Source: an optimization exercise on an open RTL-to-GDS flow (aim: small area). Production flows keep margins and buffers that such runs may drop. At most, simulation tests tie the RTL to the original design; equivalence was not proved. The RTL of runs 2 and 3 was laid out without a check of its function. Power is estimated from default activity; no workload was simulated.

===== run.sh =====
#!/bin/bash
# synth_recipe.tcl (not shown) runs the flow's synth.tcl, then flattens the netlist and writes it again
# the make line also repeats each setting of config.mk as NAME=value (left out here)
make -C /OpenROAD-flow-scripts/flow DESIGN_CONFIG=/design/flow/config.mk WORK_HOME=/design/flow/orfs CLKGATE_MAP_FILE= SYNTH_SCRIPT=/design/flow/synth_recipe.tcl finish

===== config.mk =====
export PLATFORM = sky130hd
export DESIGN_NAME = imgproc
export DESIGN_NICKNAME = imgproc
export VERILOG_FILES = /design/flow/design.v
export SDC_FILE = /design/flow/constraint.sdc
export NUM_CORES = 8
export LEC_CHECK = 0
export CAP_MARGIN = 20
export CORE_MARGIN = 2
export CORE_UTILIZATION = 40
export SLEW_MARGIN = 20

===== constraint.sdc =====
create_clock -name core_clock -period 10.0 [get_ports {iCLK}]
set_input_delay 2.0000 -clock core_clock [delete_from_list [all_inputs] [get_ports {iCLK}]]
set_output_delay 2.0000 -clock core_clock [all_outputs]
set_load 0.01 [all_outputs]

===== design.v =====
module shift_reg #(
	parameter DATA_WIDTH = 12,
	parameter SHIFT_LENGTH = 320
) (
	input clk,
	input en,
	input enb,
	input [DATA_WIDTH-1:0] in,
	output [DATA_WIDTH*SHIFT_LENGTH-1:0] taps	 
);
reg [DATA_WIDTH*SHIFT_LENGTH-1:0] shift;
always @(posedge clk)
	shift <= ({shift[DATA_WIDTH*(SHIFT_LENGTH-1)-1:0], in} & {DATA_WIDTH*SHIFT_LENGTH{en}})
	       | (shift & {DATA_WIDTH*SHIFT_LENGTH{enb}});
assign taps = shift;
endmodule
module RAW2GRAY #(
	parameter IMG_W = 1280
) (
	input clk,
	input [11:0] d1,		 
	input [11:0] d2,		 
	input pv,			 
	input pvb,			 
	output [11:0] gray_pixel
);
wire [12:0] pair = d1 + d2;
wire [13*(IMG_W/2)-1:0] line;
shift_reg #(.DATA_WIDTH(13), .SHIFT_LENGTH(IMG_W/2)) sr (
	.clk(clk),
	.en(pv),
	.enb(pvb),
	.in(pair),
	.taps(line)
);
wire [13:0] sum = pair + line[13*(IMG_W/2)-1 -: 13];
assign gray_pixel = sum[13:2];
endmodule
module image_buffer #(
	parameter PIXEL_LENGTH = 320
) (
	input clk,
	input rst,
	input en,
	input enb,
	input [11:0] pixel_in,
	output [2:0][2:0][11:0] data_matrix
);
localparam N = 3 * PIXEL_LENGTH + 1;	 
reg [11:0] w0, w1;
wire [12*N-1:0] rest;
always @(posedge clk, negedge rst) begin
	if (!rst) begin
		w0 <= 12'd0;
		w1 <= 12'd0;
	end else begin
		w0 <= (pixel_in & {12{en}}) | (w0 & {12{enb}});
		w1 <= (w0 & {12{en}}) | (w1 & {12{enb}});
	end
end
shift_reg #(.DATA_WIDTH(12), .SHIFT_LENGTH(N)) sr (
	.clk(clk),
	.en(en),
	.enb(enb),
	.in(w1),
	.taps(rest)
);
genvar k, m;
generate
	for (k = 0; k < 3; k = k + 1) begin : g_row
		for (m = 0; m < 3; m = m + 1) begin : g_col
			assign data_matrix[k][m] = rest[12*(PIXEL_LENGTH*(k+1)+m-2) +: 12];
		end
	end
endgenerate
endmodule
module conv(
	input [2:0][2:0][11:0] data_matrix,
	input input_switch,
	output [11:0] conv_out
);
wire [11:0] a = input_switch ? data_matrix[2][0] : data_matrix[0][2];
wire [11:0] b = input_switch ? data_matrix[2][1] : data_matrix[1][2];
wire [11:0] c = input_switch ? data_matrix[0][1] : data_matrix[1][0];
wire [11:0] d = input_switch ? data_matrix[0][2] : data_matrix[2][0];
wire [11:0] x = a + {b[10:0], 1'b0} + data_matrix[2][2];
wire [11:0] y = data_matrix[0][0] + {c[10:0], 1'b0} + d;
assign conv_out = (x > y) ? x - y : y - x;
endmodule
module imgproc #(
	parameter IMG_W = 640,	 
	parameter IMG_H = 480	 
) (
	input iCLK, 		 
	input iRST, 		 
	input [11:0] iDATA,	 
	input iDVAL,		 
	input [15:0] iX_Cont,	 
	input [15:0] iY_Cont,	 
	input iSW,		 
	output[11:0]  oRed,	 
	output[11:0]  oGreen,	 
	output[11:0]  oBlue,	 
	output oDVAL		 
);
reg [11:0] d1, d2;
always @(posedge iCLK) begin
	d1 <= iDATA;
	d2 <= d1;
end
wire pair_now = iDVAL & iX_Cont[0];		 
wire gray_now = pair_now & iY_Cont[0];		 
reg pv, pvb, gv, gvb;
reg started;
always @(posedge iCLK, negedge iRST) begin
	if (!iRST) begin
		pv <= 1'b0;
		pvb <= 1'b1;
		gv <= 1'b0;
		gvb <= 1'b1;
		started <= 1'b0;
	end else begin
		pv <= pair_now;
		pvb <= ~pair_now;
		gv <= gray_now;
		gvb <= ~gray_now;
		started <= started | (iDVAL & iY_Cont[2]);
	end
end
wire [11:0] gray_pixel;
RAW2GRAY #(.IMG_W(IMG_W)) grayscale(
	.clk(iCLK),
	.d1(d1),
	.d2(d2),
	.pv(pv),
	.pvb(pvb),
	.gray_pixel(gray_pixel)
);
wire [2:0][2:0][11:0] data_matrix;
image_buffer #(.PIXEL_LENGTH(IMG_W / 2)) imgbuff(
	.clk(iCLK),
	.rst(iRST),
	.en(gv),
	.enb(gvb),
	.pixel_in(gray_pixel),
	.data_matrix(data_matrix)
);
wire [11:0] conv_out;
conv convolution(
	.data_matrix(data_matrix),
	.input_switch(iSW),
	.conv_out(conv_out)
);
assign oDVAL = gray_now & started;
wire masked = (iY_Cont == 16'd3) || (iY_Cont == 16'd5)
	|| (iX_Cont == 16'd1) || (iX_Cont == IMG_W - 1);
assign oRed = masked ? 12'd0 : conv_out;
assign oGreen = oRed;
assign oBlue = oRed;
endmodule

==> flow_metrics.env, run 1 <==
export IMPL_cts_sinks=15745
export IMPL_synth_edff_count=0
export IMPL_cellPowerDensity_mw_per_mm2=236
export IMPL_grt_pass1_vias=271103
export IMPL_hp_start="d1[3]$_DFF_P_"
export IMPL_dpl_worst_slack_ns=-0.0187
export IMPL_period_share=0.971
export IMPL_root_buffer="clkbuf_16"
export IMPL_largest_reg_flops=11532
export IMPL_rows=398
export IMPL_tritoncts="built"
export IMPL_nets=34177
export IMPL_total_leakage_power_nw=210
export IMPL_core_mm2=1.17
export IMPL_worst_setup_path_end_kind="output pin"
export IMPL_utilization=0.458
export IMPL_clock_latency_ns=1.29
export IMPL_drc_errors=0
export IMPL_rsz0062_at_grt="true"
export IMPL_synthFlopType="dfxtp_1"
export IMPL_htree_levels=7
export IMPL_areaGrowthSynthToFinish_pct=14.1
export IMPL_hold_end="d2[3]$_DFF_P_"
export IMPL_status="no timing/DRC/antenna violations"
export IMPL_crit_slowest_cell="fa_1"
export IMPL_syn_area_mm2=0.470
export IMPL_overflow=0
export IMPL_vias=272006
export IMPL_synth_top_area_cell="dfxtp_1"
export IMPL_track_usage=0.121
export IMPL_avgViaCountPerCell=5.35
export IMPL_port_buffers=84
export IMPL_power_total_mw=126
export IMPL_dieArea_mm2=1.18
export IMPL_dr_pass1_iters=7
export IMPL_yosys_cell_count_top_type="dfxtp_1"
export IMPL_slew_viol_final=0
export IMPL_seq_area_frac_synth=0.670
export IMPL_p_switching_mw=25.7
export IMPL_cp_slowest_stage_delay_ns=0.51
export IMPL_numCtsBuffers=1633
export IMPL_slew_headroom=0.143
export IMPL_synth_avg_cell_area_um2=13.3
export IMPL_initial_core_util=0.401
export IMPL_arrival_ns=7.71
export IMPL_ys_ff_latch=15745
export IMPL_grt_max_degree=274
export IMPL_fmax_mhz=103
export IMPL_crit_type="in -> out"
export IMPL_gp_congestion=0.727
export IMPL_drt_initial_drc_count=16113
export IMPL_instances_no_fill=50887
export IMPL_cts_buffer_depth=6
export IMPL_placed_cells=47994
export IMPL_routed_wl_um=753000
export IMPL_hp_class="reg -> reg"
export IMPL_r2r_end="imgbuff.w0[9]$_DFF_PN0_"
export IMPL_fp_dieH_um=1090
export IMPL_irDropWorstVdd_mv=0.162
export IMPL_synth_cell_types=63
export IMPL_fin_ws_ns=0.287
export IMPL_holdWs_ns=0.355
export IMPL_synth_top_area_share=0.669
export IMPL_intPower_mw=101
export IMPL_tightest_slew_ns=1.29
export IMPL_synthArstFlopShare=0.00184
export IMPL_synth_nets=35636
export IMPL_cts_clk_slew_worst_paths_ns=0.06
export IMPL_setup_viol=0
export IMPL_multi_input_area_mm2=0.142
export IMPL_p_clk_frac=0.484
export IMPL_crit_path_max_fanout=11
export IMPL_cts_hold_buffers_added=0
export IMPL_die_w_um=1090
export IMPL_ys_top_cells_by_count="15,716 x dfxtp_1, 15,708 x a22o_1, 3,478 x clkbuf_1"
export IMPL_comb_power_share=0.016
export IMPL_maxCapViolations=0
export IMPL_pwr_share_seq=0.500
export IMPL_critical_path_required_ns=8.00
export IMPL_reg2reg_slack_ns=6.00
export IMPL_hpwl_um=376000
export IMPL_ys_top_cells_by_area="dfxtp_1 67%, a22o_1 29%, clkbuf_1 2.8%"
export IMPL_syn_inst=35494
export IMPL_fill_cells=103360
export IMPL_rr_startpoint="d1[0]$_DFF_P_"
export IMPL_grt_pass1_wl_um=1300000
export IMPL_hold_viol=0
export IMPL_worst_r2r_path_depth=17
export IMPL_drive_above_1_share=0.0860
export IMPL_cpMostUsedCell="buf_4"
export IMPL_crit_path_start_kind="input pin"
export IMPL_skew_ns=0.0990
export IMPL_whs_path_depth=0
export IMPL_io_pin_count=85
export IMPL_wl_per_cell_um=14.8
export IMPL_fin_crit_ns=9.71
export IMPL_antenna_found_initial=6
export IMPL_p_sw_frac=0.203
export IMPL_detail_route_antenna_nets=0
export IMPL_ys_warn_count=4
export IMPL_regArea_mm2=0.315
## worst max path at each step
stage	from	to	depth (start not counted)
finish	iSW	oBlue[11]	27
global route	iSW	oRed[2]	26
CTS	iSW	oBlue[11]	26
detailed placement	iSW	oBlue[11]	26
global placement	iSW	oBlue[3]	26
floorplan	iSW	oGreen[9]	24
## final cells by class
class                           instances  share of cell area
Clock buffer                         2301              0.0886
Antenna cell                            3           0.0000140
Sequential cell                     15745               0.587
Tap cell                            15600              0.0364
Timing Repair Buffer                  435             0.00905
Multi-Input combinational cell      16162               0.264
Inverter                               58            0.000406
Clock inverter                        583              0.0144
## logic make-up after synthesis
| family | after synthesis | share of synthesized area |
|---|---|---|
| compound gates | 15849 | 0.294 |
| flops | 15745 | 0.670 |
| buf+inv | 3587 | 0.0288 |
| simple gates | 125 | 0.00137 |
| fa+ha+maj | 94 | 0.00290 |
| mux | 52 | 0.00122 |
| xor+xnor | 42 | 0.000782 |
## routing by layer
metal / vias to the layer above / global-route usage / routed length [um]
li1: 134388 / - / -
met1: 133621 / 0.161 / 372000
met2: 2376 / 0.201 / 335000
met3: 1621 / 0.0201 / 23000
met4: 0 / 0.0398 / 22600
met5: - / 0 / 0
## worst max-delay path: cells and delay by family
kind / cells / cell delay, ns
simple gates: 2 / 0.19
buf+inv: 9 / 1.67
xor+xnor: 1 / 0.15
fa+ha+maj: 4 / 1.51
compound gates: 9 / 1.40
mux: 2 / 0.77
## what timing repair did
| action | 4_1_cts | 5_1_grt |
|---|---|---|
| resized for setup | 1 | 19 |
| pin swaps | 0 | 3 |
| endpoints found under the setup margin | 7 | 29 |
| setup buffers | 0 | 2 |
| cloned | 0 | 0 |
## power by group through the flow
| stage | Clock [mW] | Sequential [mW] | Combinational [mW] |
|---|---|---|---|
| global route | 65.8 | 63.2 | 2.28 |
| floorplan | 0 | 64.5 | 1.73 |
| global placement | 0 | 64.6 | 2.01 |
| finish | 61.2 | 63.2 | 2.05 |
| detailed placement | 0 | 64.6 | 2.07 |
| CTS | 63.3 | 63.2 | 2.07 |
## layout by cell type (no fill, tap or decap), types with 5 or more instances in the layout
master,synthesis,final
a211oi_1,9,6
a21o_1,14,14
a21oi_1,34,34
a22o_1,15708,15708
a31oi_1,9,9
buf_12,0,103
buf_4,24,241
bufinv_16,0,167
clkbuf_1,3478,268
clkbuf_16,0,1650
clkbuf_8,0,383
clkdlybuf4s50_1,0,78
clkinv_16,0,7
clkinv_2,0,306
clkinv_4,0,13
clkinv_8,0,10
clkinvlp_4,0,49
dfrtp_1,27,25
dfxtp_1,15716,15716
fa_1,25,25
ha_1,69,69
inv_1,58,58
inv_16,0,6
inv_6,0,20
inv_8,0,5
mux2_2,39,40
mux2i_1,10,10
nand2_1,22,22
nand3_1,9,8
nor2_1,34,33
nor2b_1,9,9
nor3_1,12,12
o21a_1,10,10
o21ai_0,30,30
or2_2,7,7
or3_1,6,6
xnor2_1,26,26
xor2_1,16,16
## per-stage QoR
| step | TNS (ns) | instance area, um2 |
|---|---|---|
| 3_5_place_dp | -0.0393 | 481000 |
| 6_report | 0 | 537000 |
| 3_3_place_gp | -5.72 | 481000 |
| 2_1_floorplan | 0 | 470000 |
| 4_1_cts | 0 | 537000 |
| 5_1_grt | -0.0385 | 537000 |
==> run 2, diff against run 1 <==
--- a/design.v
+++ b/design.v
@@ -86,5 +86,6 @@
 wire [11:0] x = a + {b[10:0], 1'b0} + data_matrix[2][2];
 wire [11:0] y = data_matrix[0][0] + {c[10:0], 1'b0} + d;
-assign conv_out = (x > y) ? x - y : y - x;
+wire [12:0] diff = {1'b0, x} - {1'b0, y};
+assign conv_out = diff[12] ? -diff[11:0] : diff[11:0];
 endmodule
 module imgproc #(
@@ -153,6 +154,7 @@
 );
 assign oDVAL = gray_now & started;
-wire masked = (iY_Cont == 16'd3) || (iY_Cont == 16'd5)
-	|| (iX_Cont == 16'd1) || (iX_Cont == IMG_W - 1);
+wire masked = (~|iY_Cont[8:3] & (iY_Cont[2] ^ iY_Cont[1]))
+	| ~|iX_Cont[9:1]
+	| (iX_Cont[9] & &iX_Cont[6:1]);
 assign oRed = masked ? 12'd0 : conv_out;
 assign oGreen = oRed;
--- a/config.mk
+++ b/config.mk
@@ -8,4 +8,5 @@
 export CAP_MARGIN = 20
 export CORE_MARGIN = 2
-export CORE_UTILIZATION = 40
+export CORE_UTILIZATION = 70
+export PLACE_DENSITY = 0.8
 export SLEW_MARGIN = 20
==> flow_metrics.env, run 2 <==
export IMPL_worst_r2r_path_depth=15
export IMPL_r2r_end="imgbuff.w0[9]$_DFF_PN0_"
export IMPL_yosys_cell_count_top_type="dfxtp_1"
export IMPL_whs_path_depth=0
export IMPL_finalSetupTns_ns=0
export IMPL_largest_reg_flops=11532
export IMPL_grt_pass1_vias=261672
export IMPL_irDropWorstVdd_mv=0.212
export IMPL_drc_errors=0
export IMPL_synth_nets=35535
export IMPL_synth_avg_cell_area_um2=13.3
export IMPL_htree_levels=7
export IMPL_ys_top_cells_by_count="15,716 x dfxtp_1, 15,712 x a22o_1, 3,465 x clkbuf_1"
export IMPL_overflow=0
export IMPL_skew_ns=0.0498
export IMPL_tritoncts="built"
export IMPL_fin_crit_ns=9.26
export IMPL_ys_top_cells_by_area="dfxtp_1 67%, a22o_1 29%, clkbuf_1 2.8%"
export IMPL_hpwl_um=365000
export IMPL_detail_route_antenna_nets=0
export IMPL_areaGrowthSynthToFinish_pct=10.7
export IMPL_fp_dieH_um=823
export IMPL_hold_viol=0
export IMPL_gp_congestion=0.727
export IMPL_slew_viol_final=0
export IMPL_cellPowerDensity_mw_per_mm2=232
export IMPL_synthArstFlopShare=0.00184
export IMPL_clock_latency_ns=1.21
export IMPL_maxCapViolations=0
export IMPL_synth_cell_types=64
export IMPL_worst_setup_path_end_kind="output pin"
export IMPL_dieArea_mm2=0.678
export IMPL_vias=270783
export IMPL_slew_headroom=0.218
export IMPL_hp_class="reg -> reg"
export IMPL_synthFlopType="dfxtp_1"
export IMPL_final_cell_mix="15,716 x dfxtp_1, 15,712 x a22o_1, 1,492 x clkbuf_16, 302 x clkbuf_8, 276 x clkbuf_1"
export IMPL_grt_pass1_wl_um=1270000
export IMPL_avgViaCountPerCell=6.21
export IMPL_ys_warn_count=4
export IMPL_synth_edff_count=0
export IMPL_port_buffers=71
export IMPL_reg2reg_slack_ns=6.06
export IMPL_arrival_ns=7.26
export IMPL_status="no timing/DRC/antenna violations"
export IMPL_tightest_slew_ns=1.17
export IMPL_setup_viol=0
export IMPL_crit_path_max_fanout=16
export IMPL_cts_buffer_depth=5
export IMPL_track_usage=0.209
export IMPL_rsz0062_at_grt="false"
export IMPL_layout_commonest_cell="dfxtp_1"
export IMPL_io_pin_count=85
export IMPL_nets=33785
export IMPL_initial_core_util=0.703
export IMPL_critical_path_required_ns=8.00
export IMPL_crit_type="in -> out"
export IMPL_drive_above_1_share=0.0734
export IMPL_core_mm2=0.668
export IMPL_dr_pass1_iters=7
export IMPL_worstSetupStartpoint="iSW"
export IMPL_fmax_mhz=108
export IMPL_cts_hold_buffers_added=0
export IMPL_syn_inst=35404
export IMPL_placed_cells=41089
export IMPL_cts_resized=0
export IMPL_drt_initial_drc_count=20066
export IMPL_numCtsBuffers=1464
export IMPL_cp_endpoint="oRed[10]"
export IMPL_synth_top_area_cell="dfxtp_1"
export IMPL_antenna_found_initial=3
export IMPL_syn_area_mm2=0.470
export IMPL_die_w_um=823
export IMPL_seq_area_frac_synth=0.671
export IMPL_post_cts_buffers=0
export IMPL_period_share=0.926
export IMPL_cts_sinks=15745
export IMPL_instances_no_fill=43621
export IMPL_root_buffer="clkbuf_16"
export IMPL_crit_path_start_kind="input pin"
export IMPL_rows=300
export IMPL_grt_max_degree=286
export IMPL_synth_top_area_share=0.670
export IMPL_cts_clk_slew_worst_paths_ns=0.06
export IMPL_routed_wl_um=739000
export IMPL_ys_ff_latch=15745
export IMPL_rr_startpoint="d1[0]$_DFF_P_"
export IMPL_wl_per_cell_um=17.0
export IMPL_total_leakage_power_nw=205
## run 2: kinds of logic (layout without fill, tap and decap cells)
| group | Yosys count | count (layout) | synth area share |
|---|---|---|---|
| simple gates | 100 | 100 | 0.00112 |
| other cells | 0 | 2 | 0 |
| buf+inv | 3552 | 2858 | 0.0286 |
| compound gates | 15823 | 15823 | 0.294 |
| xor+xnor | 59 | 59 | 0.00110 |
| mux | 42 | 42 | 0.000996 |
| fa+ha+maj | 83 | 83 | 0.00259 |
| flops | 15745 | 15745 | 0.671 |
## run 2: how the worst min path moves through the flow
stage	start	slack [ns]	to
3_5_place_dp	d1[5]$_DFF_P_	0.35	d2[5]$_DFF_P_
6_report	d1[2]$_DFF_P_	0.36	d2[2]$_DFF_P_
5_1_grt	d1[3]$_DFF_P_	0.38	d2[3]$_DFF_P_
4_1_cts	d1[2]$_DFF_P_	0.36	d2[2]$_DFF_P_
3_3_place_gp	d1[2]$_DFF_P_	0.35	d2[2]$_DFF_P_
2_1_floorplan	d1[0]$_DFF_P_	0.34	d2[0]$_DFF_P_
## run 2: layout make-up
cell class / instances / area, um2
Sequential cell: 15745 / 315000
Fill cell: 39190 / 148000
Multi-Input combinational cell: 16107 / 141000
Clock buffer: 2070 / 42500
Tap cell: 8909 / 11100
Clock inverter: 452 / 5860
Timing Repair Buffer: 307 / 3960
Inverter: 29 / 109
Antenna cell: 2 / 5.00
## run 2: per-layer routing
metal,up-vias,global-route usage,routed length (um)
met5,-,0,0
met4,0,0.0644,16300
met3,1327,0.0330,20200
met2,2754,0.327,340000
met1,133489,0.301,363000
li1,133213,-,-
## run 2: stage by stage
| stage | setup slack, ns | util | total power, mW | instance area [um2] | hold slack, ns |
|---|---|---|---|---|---|
| floorplan | 1.16 | - | 66.2 | 470000 | 0.337 |
| global placement | 0.550 | 0.706 | 66.5 | 471000 | 0.350 |
| detailed placement | 0.654 | 0.706 | 66.6 | 471000 | 0.350 |
| CTS | 0.640 | 0.778 | 122 | 520000 | 0.365 |
| global route | 0.222 | 0.778 | 124 | 520000 | 0.376 |
| finish | 0.741 | 0.778 | 120 | 520000 | 0.362 |
## run 2: power breakdown
group | switching, mW | leakage (nW) | total [mW] | internal [mW]
Clock | 22.3 | 23.9 | 55.2 | 33.0
Combinational | 1.58 | 54.7 | 2.01 | 0.430
Sequential | 0.190 | 127 | 63.2 | 63.0
Total | 24.0 | 205 | 120 | 96.4
## run 2: critical path, cell delays in order
cell and delay (ns):
buf_2 0.12, buf_4 0.25, mux2_2 0.38, fa_1 0.51
ha_1 0.18, inv_1 0.07, fa_1 0.46, inv_1 0.07
a21oi_1 0.06, o21bai_1 0.21, a21o_1 0.17, a21o_1 0.15
a31oi_1 0.13, o21ai_0 0.26, xnor2_1 0.11, ha_1 0.30
o21a_1 0.12, nor2_1 0.05, a21oi_1 0.48, buf_4 0.22
a41oi_1 0.05, xnor2_1 0.16, nor2_1 0.18, clkdlybuf4s50_1 0.57
==> run 3, diff against run 2 <==
==> flow/run.sh (new file) <==
#!/bin/bash
# Standard ORFS layout; only the clock tree synthesis arguments differ:
# clusters of at most 20 flip-flops on clkbuf_8 leaf buffers and no dummy loads.
set -euo pipefail
export CTS_ARGS="-sink_clustering_enable -repair_clock_nets -dont_use_dummy_load -sink_clustering_size 20 -sink_clustering_max_diameter 50 -buf_list sky130_fd_sc_hd__clkbuf_8"
bash standard.sh > standard.log 2>&1
==> standard.sh (new file) <==
#!/bin/bash
# synth_recipe.tcl (not shown) runs the flow's synth.tcl, then flattens the netlist and writes it again
# the make line also repeats each setting of config.mk as NAME=value (left out here)
make -C /OpenROAD-flow-scripts/flow DESIGN_CONFIG=/design/flow/config.mk WORK_HOME=/design/flow/orfs CLKGATE_MAP_FILE= SYNTH_SCRIPT=/design/flow/synth_recipe.tcl "${@:-finish}"
removed: run.sh
==> flow_metrics.env, run 3 <==
export IMPL_cts_buffer_depth=4
export IMPL_cts_resized=0
export IMPL_hp_start="d1[2]$_DFF_P_"
export IMPL_syn_area_mm2=0.470
export IMPL_cp_slowest_stage_delay_ns=0.57
export IMPL_ys_warn_count=4
export IMPL_dpl_cell_area_mm2=0.471
export IMPL_irDropWorstVdd_mv=0.167
export IMPL_drive_above_1_share=0.0367
export IMPL_finalSetupTns_ns=0
export IMPL_reg2reg_slack_ns=6.04
export IMPL_wl_per_cell_um=16.4
export IMPL_utilization=0.725
export IMPL_cts_hold_buffers_added=0
export IMPL_total_leakage_power_nw=188
export IMPL_synth_nets=35535
export IMPL_gp_congestion=0.727
export IMPL_fin_crit_ns=9.26
export IMPL_drt_initial_drc_count=17977
export IMPL_highest_layer="met5"
export IMPL_avgViaCountPerCell=6.29
export IMPL_setup_viol=0
export IMPL_crit_chain="buf_2 -> buf_4 -> mux2_2 -> fa_1 -> ha_1 -> inv_1 -> fa_1 -> inv_1 -> a21oi_1 -> o21bai_1 -> a21o_1 -> a21o_1 -> a31oi_1 -> o21ai_0 -> xnor2_1 -> ha_1 -> o21a_1 -> nor2_1 -> a21oi_1 -> buf_4 -> a41oi_1 -> xnor2_1 -> nor2_1 -> clkdlybuf4s50_1"
export IMPL_dr_pass1_iters=7
export IMPL_yosys_cell_count_top_type="dfxtp_1"
export IMPL_ys_top_cells_by_count="15,716 x dfxtp_1, 15,712 x a22o_1, 3,465 x clkbuf_1"
export IMPL_seq_area_frac_synth=0.671
export IMPL_largest_reg_flops=11532
export IMPL_initial_core_util=0.703
export IMPL_synth_edff_count=0
export IMPL_intPower_mw=71.6
export IMPL_crit_path_start_kind="input pin"
export IMPL_htree_levels=6
export IMPL_syn_inst=35404
export IMPL_fmax_mhz=108
export IMPL_synth_cell_types=64
export IMPL_io_pin_count=85
export IMPL_synthFlopType="dfxtp_1"
export IMPL_crit_type="in -> out"
export IMPL_crit_slowest_cell="clkdlybuf4s50_1"
export IMPL_worst_setup_path_end_kind="output pin"
export IMPL_synth_avg_cell_area_um2=13.3
export IMPL_p_switching_mw=18.9
export IMPL_overflow=0
export IMPL_ys_top_cells_by_area="dfxtp_1 67%, a22o_1 29%, clkbuf_1 2.8%"
export IMPL_cellPowerDensity_mw_per_mm2=187
export IMPL_placed_cells=41089
export IMPL_p_clk_frac=0.280
export IMPL_layout_commonest_cell="dfxtp_1"
export IMPL_crit_path_max_fanout=16
export IMPL_pwr_share_seq=0.698
export IMPL_dieArea_mm2=0.678
export IMPL_hold_end="d2[2]$_DFF_P_"
export IMPL_comb_power_share=0.022
export IMPL_worstSetupStartpoint="iSW"
export IMPL_whs_path_depth=0
export IMPL_final_cell_mix="15,716 x dfxtp_1, 15,712 x a22o_1, 914 x clkbuf_8, 116 x buf_4, 103 x buf_12"
export IMPL_core_mm2=0.668
export IMPL_rsz0062_at_grt="false"
export IMPL_slew_headroom=0.159
export IMPL_vias=264382
export IMPL_cts_clk_slew_worst_paths_ns=0.11
export IMPL_root_buffer="clkbuf_8"
export IMPL_tritoncts="built"
export IMPL_wl_met2_um=313000
export IMPL_areaGrowthSynthToFinish_pct=3.05
export IMPL_synth_top_area_cell="dfxtp_1"
export IMPL_drc_errors=0
export IMPL_clock_latency_ns=1.37
export IMPL_grt_pass1_wl_um=1200000
export IMPL_synth_top_area_share=0.670
export IMPL_tightest_slew_ns=1.26
export IMPL_cts_sinks=15745
export IMPL_port_buffers=71
export IMPL_antenna_found_initial=4
export IMPL_grt_max_degree=286
export IMPL_ys_ff_latch=15745
export IMPL_fp_dieH_um=823
export IMPL_post_cts_buffers=0
export IMPL_p_sw_frac=0.209
export IMPL_die_w_um=823
export IMPL_wl_met1_um=348000
export IMPL_holdWs_ns=0.369
export IMPL_track_usage=0.193
export IMPL_rr_startpoint="d1[0]$_DFF_P_"
export IMPL_maxCapViolations=0
export IMPL_period_share=0.926
export IMPL_nets=33233
export IMPL_instances_no_fill=42011
export IMPL_r2r_end="imgbuff.w0[9]$_DFF_PN0_"
export IMPL_synthArstFlopShare=0.00184
export IMPL_numCtsBuffers=914
export IMPL_routed_wl_um=691000
export IMPL_arrival_ns=7.26
export IMPL_skew_ns=0.105
export IMPL_wl_met3_um=17100
export IMPL_rows=300
export IMPL_hpwl_um=365000
export IMPL_detail_route_antenna_nets=0
export IMPL_grt_pass1_vias=258950
export IMPL_hold_viol=0
export IMPL_slew_viol_final=0
export IMPL_worst_r2r_path_depth=15
export IMPL_critical_path_required_ns=8.00
export IMPL_fin_area_mm2=0.484
export IMPL_hp_class="reg -> reg"
export IMPL_status="no timing/DRC/antenna violations"
==> run 3: cell counts after synthesis <==
Identical to the previous run, type by type.
==> run 3: through the flow <==
stage | worst slack, ns | power, mW
6_report | 0.742 | 90.5
5_1_grt | 0.222 | 93.8
4_1_cts | 0.645 | 91.5
3_5_place_dp | 0.654 | 66.6
3_3_place_gp | 0.550 | 66.5
2_1_floorplan | 1.16 | 66.2
==> run 3: metal layers <==
metal	track usage	up-vias
met5	0	-
met4	0.0401	4
met3	0.0219	987
met2	0.330	1885
met1	0.266	130720
li1	-	130786
==> run 3: power by group through the flow <==
stage | clock, mW | sequential, mW | combinational (mW)
2_1_floorplan | 0 | 64.5 | 1.73
3_3_place_gp | 0 | 64.6 | 1.93
3_5_place_dp | 0 | 64.6 | 1.99
4_1_cts | 26.4 | 63.2 | 1.99
5_1_grt | 28.4 | 63.2 | 2.20
6_report | 25.4 | 63.1 | 1.99
==> run 3: logic make-up after synthesis <==
family          after synthesis  share of synthesized area
compound gates            15823                      0.294
mux                          42                   0.000996
xor+xnor                     59                    0.00110
flops                     15745                      0.671
simple gates                100                    0.00112
fa+ha+maj                    83                    0.00259
buf+inv                    3552                     0.0286
==> run 3: how the worst max path moves through the flow <==
stage	end	slack (ns)	depth (start not counted)
final	oRed[10]	0.74	24
after global routing	oGreen[10]	0.22	24
after CTS	oRed[10]	0.64	22
after detailed placement	oRed[10]	0.65	22
after global placement	oBlue[1]	0.55	22
after floorplan	oGreen[1]	1.16	21
==> run 3: cell type report <==
type	instances	area [um2]
diodes	2	5.00
clock buffers	914	12600
fillers	44597	184000
inverters	29	109
multi-input cells	16107	141000
flip-flops and latches	15745	315000
well taps	8909	11100
repair buffers	305	3880
==> run 3: critical path: cells and delay by family <==
| family | cells | cell delay [ns] |
|---|---|---|
| AND/OR/NAND/NOR | 2 | 0.23 |
| adder cells (fa/ha/maj) | 4 | 1.45 |
| multiplexers | 1 | 0.38 |
| buffers and inverters | 6 | 1.30 |
| AO/OA/AOI/OAI | 9 | 1.63 |
| XOR/XNOR | 2 | 0.27 |
==> run 4, diff against run 3 <==
--- a/design.v
+++ b/design.v
@@ -9,8 +9,8 @@
 	output [DATA_WIDTH*SHIFT_LENGTH-1:0] taps	 
 );
-reg [DATA_WIDTH*SHIFT_LENGTH-1:0] shift;
+localparam N = DATA_WIDTH * SHIFT_LENGTH;
+reg [N-1:0] shift;
 always @(posedge clk)
-	shift <= ({shift[DATA_WIDTH*(SHIFT_LENGTH-1)-1:0], in} & {DATA_WIDTH*SHIFT_LENGTH{en}})
-	       | (shift & {DATA_WIDTH*SHIFT_LENGTH{enb}});
+	shift <= ~((shift | {N{en}}) & ({shift[N-DATA_WIDTH-1:0], in} | {N{enb}}));
 assign taps = shift;
 endmodule
@@ -19,4 +19,5 @@
 ) (
 	input clk,
+	input phase,
 	input [11:0] d1,		 
 	input [11:0] d2,		 
@@ -31,8 +32,9 @@
 	.en(pv),
 	.enb(pvb),
-	.in(pair),
+	.in(pair ^ {13{phase}}),
 	.taps(line)
 );
-wire [13:0] sum = pair + line[13*(IMG_W/2)-1 -: 13];
+wire [12:0] above = line[13*(IMG_W/2)-1 -: 13] ^ {13{phase}};
+wire [13:0] sum = pair + above;
 assign gray_pixel = sum[13:2];
 endmodule
@@ -42,4 +44,5 @@
 	input clk,
 	input rst,
+	input phase,
 	input en,
 	input enb,
@@ -48,4 +51,5 @@
 );
 localparam N = 3 * PIXEL_LENGTH + 1;	 
+wire [11:0] in = pixel_in ^ {12{phase}};
 reg [11:0] w0, w1;
 wire [12*N-1:0] rest;
@@ -55,6 +59,6 @@
 		w1 <= 12'd0;
 	end else begin
-		w0 <= (pixel_in & {12{en}}) | (w0 & {12{enb}});
-		w1 <= (w0 & {12{en}}) | (w1 & {12{enb}});
+		w0 <= ~((w0 | {12{en}}) & (in | {12{enb}}));
+		w1 <= ~((w1 | {12{en}}) & (w0 | {12{enb}}));
 	end
 end
@@ -70,5 +74,5 @@
 	for (k = 0; k < 3; k = k + 1) begin : g_row
 		for (m = 0; m < 3; m = m + 1) begin : g_col
-			assign data_matrix[k][m] = rest[12*(PIXEL_LENGTH*(k+1)+m-2) +: 12];
+			assign data_matrix[k][m] = rest[12*(PIXEL_LENGTH*(k+1)+m-2) +: 12] ^ {12{phase}};
 		end
 	end
@@ -113,4 +117,5 @@
 wire gray_now = pair_now & iY_Cont[0];		 
 reg pv, pvb, gv, gvb;
+reg phase;
 reg started;
 always @(posedge iCLK, negedge iRST) begin
@@ -121,4 +126,5 @@
 		gvb <= 1'b1;
 		started <= 1'b0;
+		phase <= 1'b0;
 	end else begin
 		pv <= pair_now;
@@ -127,4 +133,5 @@
 		gvb <= ~gray_now;
 		started <= started | (iDVAL & iY_Cont[2]);
+		phase <= ~phase;
 	end
 end
@@ -132,4 +139,5 @@
 RAW2GRAY #(.IMG_W(IMG_W)) grayscale(
 	.clk(iCLK),
+	.phase(phase),
 	.d1(d1),
 	.d2(d2),
@@ -142,4 +150,5 @@
 	.clk(iCLK),
 	.rst(iRST),
+	.phase(phase),
 	.en(gv),
 	.enb(gvb),
==> flow_metrics.env, run 4 <==
export IMPL_cts_buffer_depth=4
export IMPL_status="no timing/DRC/antenna violations"
export IMPL_root_buffer="clkbuf_8"
export IMPL_io_pin_count=85
export IMPL_cts_clk_slew_worst_paths_ns=0.11
export IMPL_ys_top_cells_by_count="15,716 x dfxtp_1, 15,716 x o22ai_1, 3,242 x clkbuf_1"
export IMPL_rr_startpoint="d1[0]$_DFF_P_"
export IMPL_largest_reg_flops=11532
export IMPL_yosys_area_share_xor_xnor=0.00332
export IMPL_crit_chain="buf_2 -> mux2i_1 -> xnor2_1 -> fa_1 -> inv_1 -> ha_1 -> inv_1 -> fa_1 -> nor2b_1 -> o21ai_0 -> a21boi_0 -> buf_4 -> nor2_1 -> ha_1 -> and2_4 -> a22oi_4 -> a31oi_2 -> o41a_1 -> a31o_1 -> buf_4 -> or3_1 -> a21oi_1 -> buf_4 -> clkdlybuf4s50_1"
export IMPL_syn_inst=35572
export IMPL_muxShareOfSynthArea=0.00102
export IMPL_final_cell_mix="15,716 x o22ai_1, 15,716 x dfxtp_1, 898 x clkbuf_8, 177 x buf_4, 123 x xnor2_1"
export IMPL_cellPowerDensity_mw_per_mm2=306
export IMPL_synth_nets=35703
export IMPL_hold_end="imgbuff.sr.shift[6123]$_DFF_P_"
export IMPL_utilization=0.724
export IMPL_arrival_ns=7.54
export IMPL_synthArstFlopShare=0.00191
export IMPL_wl_per_cell_um=16.1
export IMPL_crit_path_start_kind="input pin"
export IMPL_seq_area_frac_synth=0.730
export IMPL_cp_slowest_stage_delay_ns=0.54
export IMPL_cpLargestDelayFamily="compound AO/OA/AOI/OAI gates"
export IMPL_synth_edff_count=0
export IMPL_highest_layer="met5"
export IMPL_grt_pass1_wl_um=1150000
export IMPL_grt_pass1_vias=253277
export IMPL_whs_path_depth=1
export IMPL_wl_met3_um=17800
export IMPL_fmax_mhz=105
export IMPL_fill_cells=41474
export IMPL_synthFlopType="dfxtp_1"
export IMPL_maxCapViolations=0
export IMPL_routed_wl_um=668000
export IMPL_setup_viol=0
export IMPL_cts_sinks=15746
export IMPL_htree_levels=6
export IMPL_hold_viol=0
export IMPL_drive_above_1_share=0.0364
export IMPL_rsz0062_at_grt="false"
export IMPL_tightest_slew_ns=1.21
export IMPL_slew_headroom=0.192
export IMPL_detail_route_antenna_nets=0
export IMPL_overflow=0
export IMPL_slew_viol_final=0
export IMPL_dr_pass1_iters=6
export IMPL_wl_met2_um=314000
export IMPL_drt_initial_drc_count=15911
export IMPL_regArea_mm2=0.315
export IMPL_nets=33430
export IMPL_power_total_mw=136
export IMPL_skew_ns=0.118
export IMPL_track_usage=0.204
export IMPL_crit_slowest_cell="clkdlybuf4s50_1"
export IMPL_period_share=0.954
export IMPL_fin_crit_ns=9.54
export IMPL_port_buffers=71
export IMPL_crit_path_max_fanout=5
export IMPL_rows=288
export IMPL_synth_simple_area_share=0.00121
export IMPL_irDropWorstVdd_mv=1.95
export IMPL_numCtsBuffers=898
export IMPL_synth_top_family_by_area="compound AO/OA/AOI/OAI gates"
export IMPL_multi_input_area_mm2=0.103
export IMPL_avgViaCountPerCell=6.28
export IMPL_cpMostUsedCell="buf_4"
export IMPL_clock_latency_ns=1.37
export IMPL_hp_class="reg -> reg"
export IMPL_instances_no_fill=41420
export IMPL_synth_cell_types=62
export IMPL_die_w_um=789
export IMPL_placed_cells=40515
export IMPL_initial_core_util=0.702
export IMPL_reg2reg_slack_ns=5.86
export IMPL_antenna_found_initial=19
export IMPL_wl_met1_um=323000
export IMPL_tritoncts="built"
export IMPL_synth_compound_area_frac=0.230
export IMPL_hp_start="imgbuff.sr.shift[6111]$_DFF_P_"
export IMPL_critical_path_required_ns=8.00
export IMPL_cp_num_buf_inv=7
export IMPL_ys_ff_latch=15746
export IMPL_worst_setup_path_end_kind="output pin"
export IMPL_r2r_end="imgbuff.w0[11]$_DFF_PN0_"
export IMPL_drc_errors=0
export IMPL_finalSetupTns_ns=0
export IMPL_core_mm2=0.615
export IMPL_vias=260239
export IMPL_hpwl_um=374000
export IMPL_crit_type="in -> out"
export IMPL_ys_top_cells_by_area="dfxtp_1 73%, o22ai_1 23%, clkbuf_1 2.8%"
export IMPL_ys_warn_count=4
export IMPL_synth_top_area_cell="dfxtp_1"
export IMPL_worst_r2r_path_depth=13
export IMPL_areaGrowthSynthToFinish_pct=3.12
export IMPL_grt_max_degree=301
export IMPL_syn_area_mm2=0.432
export IMPL_gp_congestion=0.726
export IMPL_total_leakage_power_nw=162
export IMPL_dieArea_mm2=0.623
export IMPL_synth_top_area_share=0.729
export IMPL_fp_dieH_um=789
export IMPL_yosys_area_share_adder=0.00282
export IMPL_synth_avg_cell_area_um2=12.1
## run 4: cell type report
type / instances / area share
timing repair buffer: 363 / 0.00959
tap: 8120 / 0.0228
clock buffer: 898 / 0.0278
multi-input combinational: 16229 / 0.231
inverter: 61 / 0.000514
sequential: 15746 / 0.708
antenna: 3 / 0.0000169
## run 4: cells by family after synthesis
logic type | count (synthesis)
AOI/OAI and AO/OA | 15834
xor gates and xnor gates | 162
adders and majority gates | 83
buffers and inverters | 3597
DFF | 15746
muxes | 44
and+or+nand+nor | 106
## run 4: worst max path at each step
stage	start	end	depth (start not counted)
global placement	iSW	oGreen[10]	26
detailed placement	iSW	oBlue[10]	25
global route	iSW	oBlue[6]	22
CTS	phase$_DFF_PN0_	oBlue[10]	20
floorplan	iSW	oGreen[4]	24
finish	iSW	oBlue[10]	24
## run 4: through the flow
stage	worst slack (ns)	instance area [um2]	hold slack [ns]
CTS	0.256	445000	0.341
global placement	0.196	433000	0.349
floorplan	0.828	432000	0.337
finish	0.458	445000	0.353
global route	0.0423	445000	0.365
detailed placement	0.301	433000	0.348
## run 4: timing repair
action                                  4_1_cts  5_1_grt
resized for setup                             0        4
hold buffers                                  0        0
endpoints found under the setup margin        0       11
buffers inserted                              0        0
## run 4: per-layer routing
layer,GRT usage,up-vias
li1,-,132690
met1,0.276,124514
met2,0.355,2075
met3,0.0245,942
met4,0.0464,18
met5,0,-
## run 4: report_power, final
part	switching (mW)	total [mW]	leakage (nW)	internal, mW
registers	8.82	87.9	133	79.1
clock network	16.9	25.0	6.46	8.06
logic	9.96	23.3	22.9	13.3
total	35.7	136	162	100
==> run 5, diff against run 4 <==
--- a/design.v
+++ b/design.v
@@ -74,5 +74,5 @@
 	for (k = 0; k < 3; k = k + 1) begin : g_row
 		for (m = 0; m < 3; m = m + 1) begin : g_col
-			assign data_matrix[k][m] = rest[12*(PIXEL_LENGTH*(k+1)+m-2) +: 12] ^ {12{phase}};
+			assign data_matrix[k][m] = rest[12*(PIXEL_LENGTH*(k+1)+m-2) +: 12];
 		end
 	end
@@ -80,14 +80,18 @@
 endmodule
 module conv(
+	input phase,				 
 	input [2:0][2:0][11:0] data_matrix,
 	input input_switch,
 	output [11:0] conv_out
 );
-wire [11:0] a = input_switch ? data_matrix[2][0] : data_matrix[0][2];
-wire [11:0] b = input_switch ? data_matrix[2][1] : data_matrix[1][2];
-wire [11:0] c = input_switch ? data_matrix[0][1] : data_matrix[1][0];
-wire [11:0] d = input_switch ? data_matrix[0][2] : data_matrix[2][0];
-wire [11:0] x = a + {b[10:0], 1'b0} + data_matrix[2][2];
-wire [11:0] y = data_matrix[0][0] + {c[10:0], 1'b0} + d;
+wire [11:0] p = {12{phase}};
+wire [11:0] a = (input_switch ? data_matrix[2][0] : data_matrix[0][2]) ^ p;
+wire [11:0] b = (input_switch ? data_matrix[2][1] : data_matrix[1][2]) ^ p;
+wire [11:0] c = (input_switch ? data_matrix[0][1] : data_matrix[1][0]) ^ p;
+wire [11:0] d = (input_switch ? data_matrix[0][2] : data_matrix[2][0]) ^ p;
+wire [11:0] e = data_matrix[0][0] ^ p;
+wire [11:0] f = data_matrix[2][2] ^ p;
+wire [11:0] x = a + {b[10:0], 1'b0} + f;
+wire [11:0] y = e + {c[10:0], 1'b0} + d;
 wire [12:0] diff = {1'b0, x} - {1'b0, y};
 assign conv_out = diff[12] ? -diff[11:0] : diff[11:0];
@@ -158,4 +162,5 @@
 wire [11:0] conv_out;
 conv convolution(
+	.phase(phase),
 	.data_matrix(data_matrix),
 	.input_switch(iSW),
==> flow/run.sh (replaced) <==
#!/bin/bash
# Standard ORFS layout; only the clock tree synthesis arguments differ:
# clusters of at most 20 flip-flops on clkbuf_8 leaf buffers and no dummy
# loads; and the ports are buffered with the smallest buffer, buf_1.
set -euo pipefail
export CTS_ARGS="-sink_clustering_enable -repair_clock_nets -dont_use_dummy_load -sink_clustering_size 20 -sink_clustering_max_diameter 50 -buf_list sky130_fd_sc_hd__clkbuf_8"
export BUFFER_PORTS_ARGS="-buffer_cell sky130_fd_sc_hd__buf_1"
bash standard.sh > standard.log 2>&1
--- a/config.mk
+++ b/config.mk
@@ -8,5 +8,5 @@
 export CAP_MARGIN = 20
 export CORE_MARGIN = 2
-export CORE_UTILIZATION = 70
-export PLACE_DENSITY = 0.8
+export CORE_UTILIZATION = 80
+export PLACE_DENSITY = 0.88
 export SLEW_MARGIN = 20
==> flow_metrics.env, run 5 <==
export IMPL_hold_viol=0
export IMPL_dr_pass1_iters=17
export IMPL_ys_top_cells_by_area="dfxtp_1 73%, o22ai_1 23%, clkbuf_1 2.9%"
export IMPL_htree_levels=6
export IMPL_synth_nets=35711
export IMPL_layout_commonest_cell="o22ai_1"
export IMPL_yosys_area_share_xor_xnor=0.00329
export IMPL_port_buffers=71
export IMPL_cp_slowest_stage_delay_ns=0.47
export IMPL_die_w_um=739
export IMPL_synth_top_family_by_area="compound AO/OA/AOI/OAI gates"
export IMPL_drive_above_1_share=0.0353
export IMPL_rows=269
export IMPL_slew_headroom=0.144
export IMPL_cts_sinks=15746
export IMPL_syn_area_mm2=0.432
export IMPL_total_leakage_power_nw=162
export IMPL_core_mm2=0.537
export IMPL_crit_path_max_fanout=10
export IMPL_arrival_ns=7.20
export IMPL_clock_latency_ns=1.40
export IMPL_dieArea_mm2=0.546
export IMPL_synth_top_area_cell="dfxtp_1"
export IMPL_yosys_cell_count_top_type="o22ai_1"
export IMPL_synthFlopType="dfxtp_1"
export IMPL_irDropWorstVdd_mv=1.31
export IMPL_fin_ws_ns=0.796
export IMPL_synth_simple_area_share=0.00147
export IMPL_fp_dieH_um=739
export IMPL_detail_route_antenna_nets=1
export IMPL_status="complete, but fails checks"
export IMPL_synth_edff_count=0
export IMPL_hp_class="reg -> reg"
export IMPL_pwr_share_seq=0.661
export IMPL_vias=263890
export IMPL_seq_area_frac_synth=0.730
export IMPL_rsz0062_at_grt="false"
export IMPL_nets=33401
export IMPL_io_pin_count=85
export IMPL_synth_top_area_share=0.729
export IMPL_tritoncts="built"
export IMPL_holdWs_ns=0.348
export IMPL_worst_setup_path_end_kind="output pin"
export IMPL_critical_path_required_ns=8.00
export IMPL_whs_path_depth=0
export IMPL_dpl_cell_area_mm2=0.431
export IMPL_areaGrowthSynthToFinish_pct=2.63
export IMPL_gp_congestion=0.739
export IMPL_crit_slowest_cell="fa_1"
export IMPL_synth_compound_area_frac=0.229
export IMPL_grt_pass1_wl_um=1210000
export IMPL_power_total_mw=134
export IMPL_synth_avg_cell_area_um2=12.1
export IMPL_crit_path_start_kind="input pin"
export IMPL_initial_core_util=0.804
export IMPL_ys_ff_latch=15746
export IMPL_drc_errors=0
export IMPL_root_buffer="clkbuf_8"
export IMPL_post_cts_buffers=0
export IMPL_synth_cell_types=64
export IMPL_cts_hold_buffers_added=0
export IMPL_fin_area_mm2=0.443
export IMPL_p_clk_frac=0.186
export IMPL_muxShareOfSynthArea=0.00110
export IMPL_skew_ns=0.188
export IMPL_grt_max_degree=286
export IMPL_worst_r2r_path_depth=15
export IMPL_yosys_area_share_adder=0.00282
export IMPL_p_sw_frac=0.269
export IMPL_cts_buffer_depth=4
export IMPL_syn_inst=35580
export IMPL_ys_top_cells_by_count="15,717 x o22ai_1, 15,716 x dfxtp_1, 3,309 x clkbuf_1"
export IMPL_crit_type="in -> out"
export IMPL_ys_warn_count=4
export IMPL_drt_initial_drc_count=19805
export IMPL_intPower_mw=97.7
export IMPL_routed_wl_um=711000
export IMPL_track_usage=0.247
export IMPL_placed_cells=39563
export IMPL_overflow=0
export IMPL_wl_per_cell_um=17.6
export IMPL_hpwl_um=398000
export IMPL_cts_resized=0
export IMPL_p_switching_mw=36.0
export IMPL_setup_viol=0
export IMPL_numCtsBuffers=882
export IMPL_cts_clk_slew_worst_paths_ns=0.09
export IMPL_slew_viol_final=0
export IMPL_antenna_found_initial=8
export IMPL_final_cell_mix="15,717 x o22ai_1, 15,716 x dfxtp_1, 882 x clkbuf_8, 172 x buf_4, 121 x xnor2_1"
export IMPL_largest_reg_flops=11532
export IMPL_cellPowerDensity_mw_per_mm2=302
export IMPL_utilization=0.825
export IMPL_tightest_slew_ns=1.28
export IMPL_finalSetupTns_ns=0
export IMPL_maxCapViolations=0
export IMPL_fin_crit_ns=9.20
export IMPL_comb_power_share=0.153
export IMPL_cpMostUsedCell="buf_4"
export IMPL_synthArstFlopShare=0.00191
export IMPL_avgViaCountPerCell=6.52
export IMPL_violations="antenna rules"
export IMPL_instances_no_fill=40456
export IMPL_dpl_worst_slack_ns=0.748
export IMPL_grt_pass1_vias=251764
export IMPL_fmax_mhz=109
export IMPL_period_share=0.920
-- run 5: per-layer routing --
metal  track usage  part of all wire
met5             0                 0
met4        0.0554             0.019
met3        0.0249             0.027
met2         0.404              0.48
met1         0.362              0.47
-- run 5: cell families after synthesis --
group	after synthesis
buf+inv	3597
mux	47
compound gates	15825
simple gates	120
xor+xnor	162
flops	15746
fa+ha+maj	83
-- run 5: final cells by class --
class,instances,area [um2]
multi-input combinational,16237,103000
sequential,15746,315000
tap,7181,8980
clock buffer,882,12100
inverter,58,218
fill,28577,94100
timing repair buffer,345,3570
antenna,7,17.5
-- run 5: worst max-delay path, delay by kind of cell --
| kind | cells | cell delay [ns] |
|---|---|---|
| xor gates and xnor gates | 2 | 0.24 |
| AOI/OAI and AO/OA | 7 | 1.33 |
| buffers and inverters | 8 | 1.21 |
| muxes | 2 | 0.63 |
| and+or+nand+nor | 3 | 0.49 |
| adders and majority gates | 4 | 1.33 |
-- run 5: final timing paths --
check                              startpoint                  endpoint  slack [ns]
worst max register to register  d1[0]$_DFF_P_  imgbuff.w0[11]$_DFF_PN0_        5.86
max in group asynchronous                iRST           phase$_DFF_PN0_        8.54
worst max-delay path                      iSW                 oBlue[10]        0.80
worst min register to register  d1[4]$_DFF_P_             d2[4]$_DFF_P_        0.35
min in group asynchronous                iRST  imgbuff.w1[10]$_DFF_PN0_        0.78
worst min-delay path            d1[4]$_DFF_P_             d2[4]$_DFF_P_        0.35
-- run 5: power by group through the flow --
stage | combinational [mW] | clock, mW | sequential, mW
4_1_cts | 20.6 | 25.4 | 88.4
3_5_place_dp | 20.5 | 0 | 89.6
5_1_grt | 22.9 | 27.6 | 90.3
3_3_place_gp | 19.6 | 0 | 88.7
2_1_floorplan | 17.4 | 0 | 86.6
6_report | 20.4 | 24.9 | 88.4
==> run 6, diff against run 5 <==
--- a/config.mk
+++ b/config.mk
@@ -6,7 +6,7 @@
 export NUM_CORES = 8
 export LEC_CHECK = 0
-export CAP_MARGIN = 20
+export CAP_MARGIN = 10
 export CORE_MARGIN = 2
-export CORE_UTILIZATION = 80
-export PLACE_DENSITY = 0.88
-export SLEW_MARGIN = 20
+export CORE_UTILIZATION = 70
+export PLACE_DENSITY = 0.8
+export SLEW_MARGIN = 10
==> flow_metrics.env, run 6 <==
export IMPL_yosys_area_share_adder=0.00282
export IMPL_synth_avg_cell_area_um2=12.1
export IMPL_detail_route_antenna_nets=0
export IMPL_root_buffer="clkbuf_8"
export IMPL_initial_core_util=0.702
export IMPL_grt_max_degree=283
export IMPL_hpwl_um=364000
export IMPL_muxShareOfSynthArea=0.00110
export IMPL_intPower_mw=97.6
export IMPL_rr_startpoint="d1[0]$_DFF_P_"
export IMPL_maxCapViolations=0
export IMPL_track_usage=0.200
export IMPL_rsz0062_at_grt="false"
export IMPL_period_share=0.922
export IMPL_crit_type="in -> out"
export IMPL_yosys_area_share_xor_xnor=0.00329
export IMPL_layout_commonest_cell="o22ai_1"
export IMPL_cts_buffer_depth=4
export IMPL_cp_endpoint="oRed[10]"
export IMPL_ys_top_cells_by_count="15,717 x o22ai_1, 15,716 x dfxtp_1, 3,309 x clkbuf_1"
export IMPL_p_switching_mw=35.0
export IMPL_cellPowerDensity_mw_per_mm2=298
export IMPL_synth_top_family_by_area="compound AO/OA/AOI/OAI gates"
export IMPL_largest_reg_flops=11532
export IMPL_finalSetupTns_ns=0
export IMPL_avgViaCountPerCell=6.28
export IMPL_areaGrowthSynthToFinish_pct=2.90
export IMPL_reg2reg_slack_ns=6.01
export IMPL_dieArea_mm2=0.623
export IMPL_crit_path_start_kind="input pin"
export IMPL_fin_crit_ns=9.22
export IMPL_ys_warn_count=4
export IMPL_worstSetupStartpoint="iSW"
export IMPL_total_leakage_power_nw=162
export IMPL_synth_nets=35711
export IMPL_grt_pass1_vias=252817
export IMPL_rows=288
export IMPL_cts_hold_buffers_added=0
export IMPL_r2r_end="imgbuff.w0[11]$_DFF_PN0_"
export IMPL_worst_setup_path_end_kind="output pin"
export IMPL_slew_viol_final=0
export IMPL_syn_area_mm2=0.432
export IMPL_cts_clk_slew_worst_paths_ns=0.11
export IMPL_drive_above_1_share=0.0353
export IMPL_ys_ff_latch=15746
export IMPL_htree_levels=6
export IMPL_skew_ns=0.111
export IMPL_pwr_share_seq=0.662
export IMPL_drt_initial_drc_count=15491
export IMPL_tritoncts="built"
export IMPL_fmax_mhz=108
export IMPL_gp_congestion=0.724
export IMPL_core_mm2=0.615
export IMPL_comb_power_share=0.150
export IMPL_port_buffers=71
export IMPL_ys_top_cells_by_area="dfxtp_1 73%, o22ai_1 23%, clkbuf_1 2.9%"
export IMPL_whs_path_depth=0
export IMPL_hp_class="reg -> reg"
export IMPL_p_clk_frac=0.188
export IMPL_slew_headroom=0.182
export IMPL_arrival_ns=7.22
export IMPL_synth_cell_types=64
export IMPL_fill_cells=41649
export IMPL_p_sw_frac=0.264
export IMPL_worst_r2r_path_depth=15
export IMPL_seq_area_frac_synth=0.730
export IMPL_setup_viol=0
export IMPL_overflow=0
export IMPL_yosys_cell_count_top_type="o22ai_1"
export IMPL_numCtsBuffers=893
export IMPL_utilization=0.723
export IMPL_synth_edff_count=0
export IMPL_io_pin_count=85
export IMPL_nets=33399
export IMPL_synth_top_area_cell="dfxtp_1"
export IMPL_hold_viol=0
export IMPL_synthFlopType="dfxtp_1"
export IMPL_critical_path_required_ns=8.00
export IMPL_clock_latency_ns=1.37
export IMPL_routed_wl_um=657000
export IMPL_status="no timing/DRC/antenna violations"
export IMPL_antenna_found_initial=6
export IMPL_tightest_slew_ns=1.23
export IMPL_synth_top_area_share=0.729
export IMPL_irDropWorstVdd_mv=2.11
export IMPL_synth_compound_area_frac=0.229
export IMPL_crit_path_max_fanout=9
export IMPL_vias=259996
export IMPL_fp_dieH_um=789
export IMPL_drc_errors=0
export IMPL_wl_per_cell_um=15.9
export IMPL_dr_pass1_iters=5
export IMPL_synth_simple_area_share=0.00147
export IMPL_cts_sinks=15746
export IMPL_final_cell_mix="15,717 x o22ai_1, 15,716 x dfxtp_1, 893 x clkbuf_8, 166 x buf_4, 121 x xnor2_1"
export IMPL_syn_inst=35580
export IMPL_grt_pass1_wl_um=1130000
export IMPL_die_w_um=789
export IMPL_synthArstFlopShare=0.00191
==> run 6: cell count changes in the layout (fill, tap and decap cells not counted), sizes merged <==
| cell | previous run | this run |
|---|---|---|
| inv | 58 | 57 |
| buf | 342 | 329 |
| clkbuf | 885 | 896 |
| diode | 7 | 3 |
| clkinv | 0 | 1 |
==> run 6: layout make-up <==
class                   instances  area (um2)  area share
diodes                          3        7.51   0.0000169
clock buffers                 893       12300      0.0277
inverters                      58         219    0.000493
multi-input cells           16237      103000       0.231
flip-flops and latches      15746      315000       0.710
well taps                    8120       10200      0.0229
repair buffers                332        3420     0.00770
==> run 6: critical path: stages <==
cell	delay [ns]
clkbuf_2	0.21
buf_4	0.21
buf_4	0.22
mux2i_1	0.24
xnor2_1	0.12
fa_1	0.56
inv_1	0.05
ha_1	0.28
buf_4	0.14
a21oi_1	0.19
o21ai_0	0.13
a21oi_1	0.25
o21ai_0	0.25
xor2_1	0.20
ha_1	0.37
o21ai_0	0.10
nor2_1	0.21
nor4bb_1	0.11
buf_4	0.14
o22ai_1	0.25
nand2_1	0.09
o31ai_1	0.24
buf_4	0.14
mux2_1	0.36
buf_1	0.15
==> run 6: repair_timing <==
action                     CTS  global route
setup endpoints to repair    0             4
buffers inserted             0             1
resized for setup            0             0
==> run 6: layer usage <==
layer  part of all wire  routed length, um  vias to the layer above  global-route usage
met4              0.019              12300                        0              0.0428
met5                  0                  0                        -                   0
li1                   -                  -                   132654                   -
met2               0.47             308000                     2051               0.350
met3              0.025              16300                      941              0.0222
met1               0.49             321000                   124350               0.269
==> run 6: metrics by stage <==
stage	power, mW	setup slack [ns]	hold slack (ns)	instances	area [um2]
after floorplan	104	0.920	0.337	35580	432000
after global placement	108	0.678	0.347	40492	432000
after detailed placement	109	0.737	0.349	40492	432000
after CTS	134	0.370	0.320	41385	444000
after global routing	140	0.146	0.341	41387	444000
final	133	0.780	0.331	41389	444000
==> run 6: power groups by stage <==
| stage | logic, mW | registers [mW] | clock network (mW) |
|---|---|---|---|
| floorplan | 17.4 | 86.6 | 0 |
| global route | 22.2 | 89.8 | 28.0 |
| global placement | 19.2 | 88.5 | 0 |
| CTS | 20.0 | 87.9 | 25.8 |
| detailed placement | 19.9 | 89.2 | 0 |
| finish | 19.8 | 87.8 | 25.0 |
==> run 6: how the worst min path moves through the flow <==
stage | slack [ns] | to | startpoint
2_1_floorplan | 0.34 | d2[0]$_DFF_P_ | d1[0]$_DFF_P_
3_3_place_gp | 0.35 | d2[11]$_DFF_P_ | d1[11]$_DFF_P_
3_5_place_dp | 0.35 | d2[11]$_DFF_P_ | d1[11]$_DFF_P_
4_1_cts | 0.32 | imgbuff.sr.shift[8112]$_DFF_P_ | imgbuff.sr.shift[8100]$_DFF_P_
5_1_grt | 0.34 | d2[5]$_DFF_P_ | d1[5]$_DFF_P_
6_report | 0.33 | d2[6]$_DFF_P_ | d1[6]$_DFF_P_
==> run 6: logic make-up after synthesis <==
family          Yosys count
compound gates        15825
flops                 15746
buf+inv                3597
xor+xnor                162
simple gates            120
fa+ha+maj                83
mux                      47
==> run 7, diff against run 6 <==
--- a/design.v
+++ b/design.v
@@ -168,7 +168,18 @@
 );
 assign oDVAL = gray_now & started;
-wire masked = (~|iY_Cont[8:3] & (iY_Cont[2] ^ iY_Cont[1]))
-	| ~|iX_Cont[9:1]
-	| (iX_Cont[9] & &iX_Cont[6:1]);
+function integer bits_for(input integer n);	 
+	integer b;
+	begin
+		bits_for = 0;
+		for (b = 1; b < n; b = b * 2)
+			bits_for = bits_for + 1;
+	end
+endfunction
+localparam XW = bits_for(IMG_W);
+localparam YW = bits_for(IMG_H);
+wire [XW-2:0] gray_col = iX_Cont[XW-1:1];
+wire [YW-2:0] gray_row = iY_Cont[YW-1:1];
+wire masked = (gray_row == 1) || (gray_row == 2)
+	|| (gray_col == 0) || (gray_col == (IMG_W - 1) / 2);
 assign oRed = masked ? 12'd0 : conv_out;
 assign oGreen = oRed;
==> flow_metrics.env, run 7 <==
export IMPL_status="no timing/DRC/antenna violations"
export IMPL_rows=288
export IMPL_areaGrowthSynthToFinish_pct=2.87
export IMPL_worst_r2r_path_depth=4
export IMPL_synthFlopType="dfxtp_1"
export IMPL_whs_path_depth=0
export IMPL_vias=259717
export IMPL_htree_levels=6
export IMPL_syn_inst=35556
export IMPL_period_share=0.944
export IMPL_io_pin_count=85
export IMPL_tightest_slew_ns=1.23
export IMPL_cts_buffer_depth=4
export IMPL_grt_pass1_wl_um=1140000
export IMPL_hpwl_um=373000
export IMPL_fmax_mhz=106
export IMPL_worst_setup_path_end_kind="output pin"
export IMPL_dieArea_mm2=0.623
export IMPL_grt_max_degree=286
export IMPL_fin_crit_ns=9.44
export IMPL_ys_warn_count=4
export IMPL_fin_ws_ns=0.563
export IMPL_irDropWorstVdd_mv=2.03
export IMPL_dpl_worst_slack_ns=0.274
export IMPL_finalSetupTns_ns=0
export IMPL_holdWs_ns=0.352
export IMPL_largest_reg_flops=11532
export IMPL_rr_startpoint="gvb$_DFF_PN1_"
export IMPL_hp_start="d1[4]$_DFF_P_"
export IMPL_total_leakage_power_nw=162
export IMPL_reg2reg_slack_ns=5.92
export IMPL_synthArstFlopShare=0.00191
export IMPL_crit_path_start_kind="input pin"
export IMPL_crit_path_max_fanout=10
export IMPL_arrival_ns=7.44
export IMPL_core_mm2=0.615
export IMPL_gr_usage_met3=0.0243
export IMPL_hold_end="d2[4]$_DFF_P_"
export IMPL_die_w_um=789
export IMPL_seq_area_frac_synth=0.731
export IMPL_synth_top_area_share=0.729
export IMPL_cts_sinks=15746
export IMPL_track_usage=0.203
export IMPL_critical_path_required_ns=8.00
export IMPL_rsz0062_at_grt="false"
export IMPL_overflow=0
export IMPL_drt_initial_drc_count=15183
export IMPL_antenna_found_initial=7
export IMPL_dr_pass1_iters=6
export IMPL_synth_top_area_cell="dfxtp_1"
export IMPL_hold_viol=0
export IMPL_root_buffer="clkbuf_8"
export IMPL_clock_latency_ns=1.36
export IMPL_detail_route_antenna_nets=0
export IMPL_grt_busiest_layer="met2"
export IMPL_drc_errors=0
export IMPL_synth_avg_cell_area_um2=12.1
export IMPL_skew_ns=0.132
export IMPL_avgViaCountPerCell=6.28
export IMPL_grt_pass1_vias=251533
export IMPL_cellPowerDensity_mw_per_mm2=300
export IMPL_synth_nets=35687
export IMPL_synth_edff_count=0
export IMPL_slew_headroom=0.181
export IMPL_wl_per_cell_um=16.1
export IMPL_tritoncts="built"
export IMPL_fp_dieH_um=789
export IMPL_hp_class="reg -> reg"
export IMPL_syn_area_mm2=0.432
export IMPL_gr_usage_met1=0.271
export IMPL_maxCapViolations=0
export IMPL_ys_top_cells_by_count="15,716 x dfxtp_1, 15,716 x o22ai_1, 3,228 x clkbuf_1"
export IMPL_post_cts_buffers=0
export IMPL_initial_core_util=0.702
export IMPL_port_buffers=71
export IMPL_cts_clk_slew_worst_paths_ns=0.11
export IMPL_ys_top_cells_by_area="dfxtp_1 73%, o22ai_1 23%, clkbuf_1 2.8%"
export IMPL_met2_usage=0.357
export IMPL_r2r_end="imgbuff.sr.shift[1090]$_DFF_P_"
export IMPL_gp_congestion=0.751
export IMPL_synth_cell_types=56
export IMPL_crit_type="in -> out"
export IMPL_nets=33371
export IMPL_ys_ff_latch=15746
export IMPL_routed_wl_um=667000
export IMPL_slew_viol_final=0
export IMPL_setup_viol=0
export IMPL_final_cell_mix="15,716 x o22ai_1, 15,716 x dfxtp_1, 897 x clkbuf_8, 163 x buf_4, 125 x xnor2_1"
export IMPL_numCtsBuffers=897
export IMPL_drive_above_1_share=0.0351
## run 7: changes by cell type after synthesis, moves of 4 or more
cell and change:
nand2_1 +5, nor2_1 +6, nor3_1 -7, a21o_1 +11
xnor2_1 +4, clkbuf_1 -81, buf_1 +78
## run 7: power breakdown
part / internal, mW / leakage [nW] / switching, mW
logic: 10.3 / 22.3 / 9.85
registers: 79.1 / 133 / 8.85
clock network: 8.05 / 6.45 / 16.9
## run 7: cells by family (layout without fill, tap and decap cells)
| group | count (synthesis) | count (layout) | synth area share |
|---|---|---|---|
| AOI/OAI and AO/OA | 15822 | 15822 | 0.229 |
| DFF | 15746 | 15746 | 0.731 |
| buffers and inverters | 3589 | 1271 | 0.0314 |
| xor gates and xnor gates | 165 | 165 | 0.00335 |
| and+or+nand+nor | 106 | 106 | 0.00118 |
| adders and majority gates | 83 | 83 | 0.00282 |
| muxes | 45 | 45 | 0.00104 |
| other | 0 | 2 | 0 |
## run 7: through the flow
| stage | instances | utilization | total power [mW] | area, um2 |
|---|---|---|---|---|
| after floorplan | 35556 | - | 104 | 432000 |
| after global placement | 40461 | 0.702 | 108 | 432000 |
| after detailed placement | 40461 | 0.702 | 110 | 432000 |
| after CTS | 41358 | 0.722 | 134 | 444000 |
| after global routing | 41359 | 0.722 | 140 | 444000 |
| final | 41360 | 0.722 | 133 | 444000 |
## run 7: worst max-delay path, cell delays in order
cell and delay [ns]:
clkbuf_4 0.35, buf_4 0.25, mux2i_1 0.22, xnor2_1 0.11, fa_1 0.59, inv_1 0.06
ha_1 0.26, a21o_1 0.18, a21oi_1 0.30, o21bai_1 0.11, a21oi_1 0.23, o21ai_0 0.18
xnor2_1 0.17, ha_1 0.23, or3_1 0.36, o21ai_0 0.22, xor2_1 0.39, nand4_1 0.16
o21bai_1 0.19, mux2i_1 0.47, buf_4 0.21, buf_1 0.15
## run 7: repair_timing
item / 4_1_cts / 5_1_grt
setup endpoints to repair: 0 / 3
hold buffers: 0 / 0
resized for setup: 0 / 3
## run 7: how the worst max path moves through the flow
stage / from / end / slack, ns
after floorplan: iSW / oGreen[11] / 1.04
after global placement: iSW / oRed[11] / 0.14
after detailed placement: iSW / oRed[11] / 0.27
after CTS: phase$_DFF_PN0_ / oRed[11] / 0.25
after global routing: iSW / oGreen[11] / 0.14
final: iSW / oRed[11] / 0.56
## run 7: layer usage
metal	vias up	routed length, um	part of all wire
li1	132540	-	-
met1	124010	321000	0.48
met2	2129	314000	0.47
met3	1032	17500	0.026
met4	6	15100	0.023
met5	-	35	0.000052
## run 7: final cells by class
cell class	count	area, um2
Timing Repair Buffer	319	3200
Sequential cell	15746	315000
Multi-Input combinational cell	16221	103000
Antenna cell	2	5.00
Fill cell	41913	171000
Tap cell	8120	10200
Inverter	55	209
Clock buffer	897	12300

## afterwards: timing with drivers on the ports
The flow's constraints put no driver on any port. The routed layouts listed below were extracted and timed again, unchanged, in two steps. Step 1 assumes that a clkbuf_16 drives the clock port and a buf_2 every other input. Step 2 adds t to the input delays and takes it off the output delays; t is the mean of the earliest and latest rising clock arrival at the registers after step 1. Input paths then give back, and output paths get back, about the clock's delay inside the block. Slacks: ideal / step 1 / step 2; pairs: ideal / step 1.
run	t (ns)	setup slack, ns	worst setup path at the end
run 1	1.365	0.287 / 0.254 / 0.254	input to output
run 2	1.329	0.741 / 0.712 / 0.712	input to output
run 3	1.449	0.742 / 0.713 / 0.713	input to output
run 4	1.421	0.458 / 0.361 / 0.361	input to output
run 5	1.439	0.796 / 0.771 / 0.771	input to output
run 6	1.435	0.780 / 0.699 / 0.752	input to output
run 7	1.429	0.563 / 0.229 / 0.229	input to output
The setup slack of run 7, which loses most, moves by -0.334 ns with the drivers and by -0.334 ns with both steps.
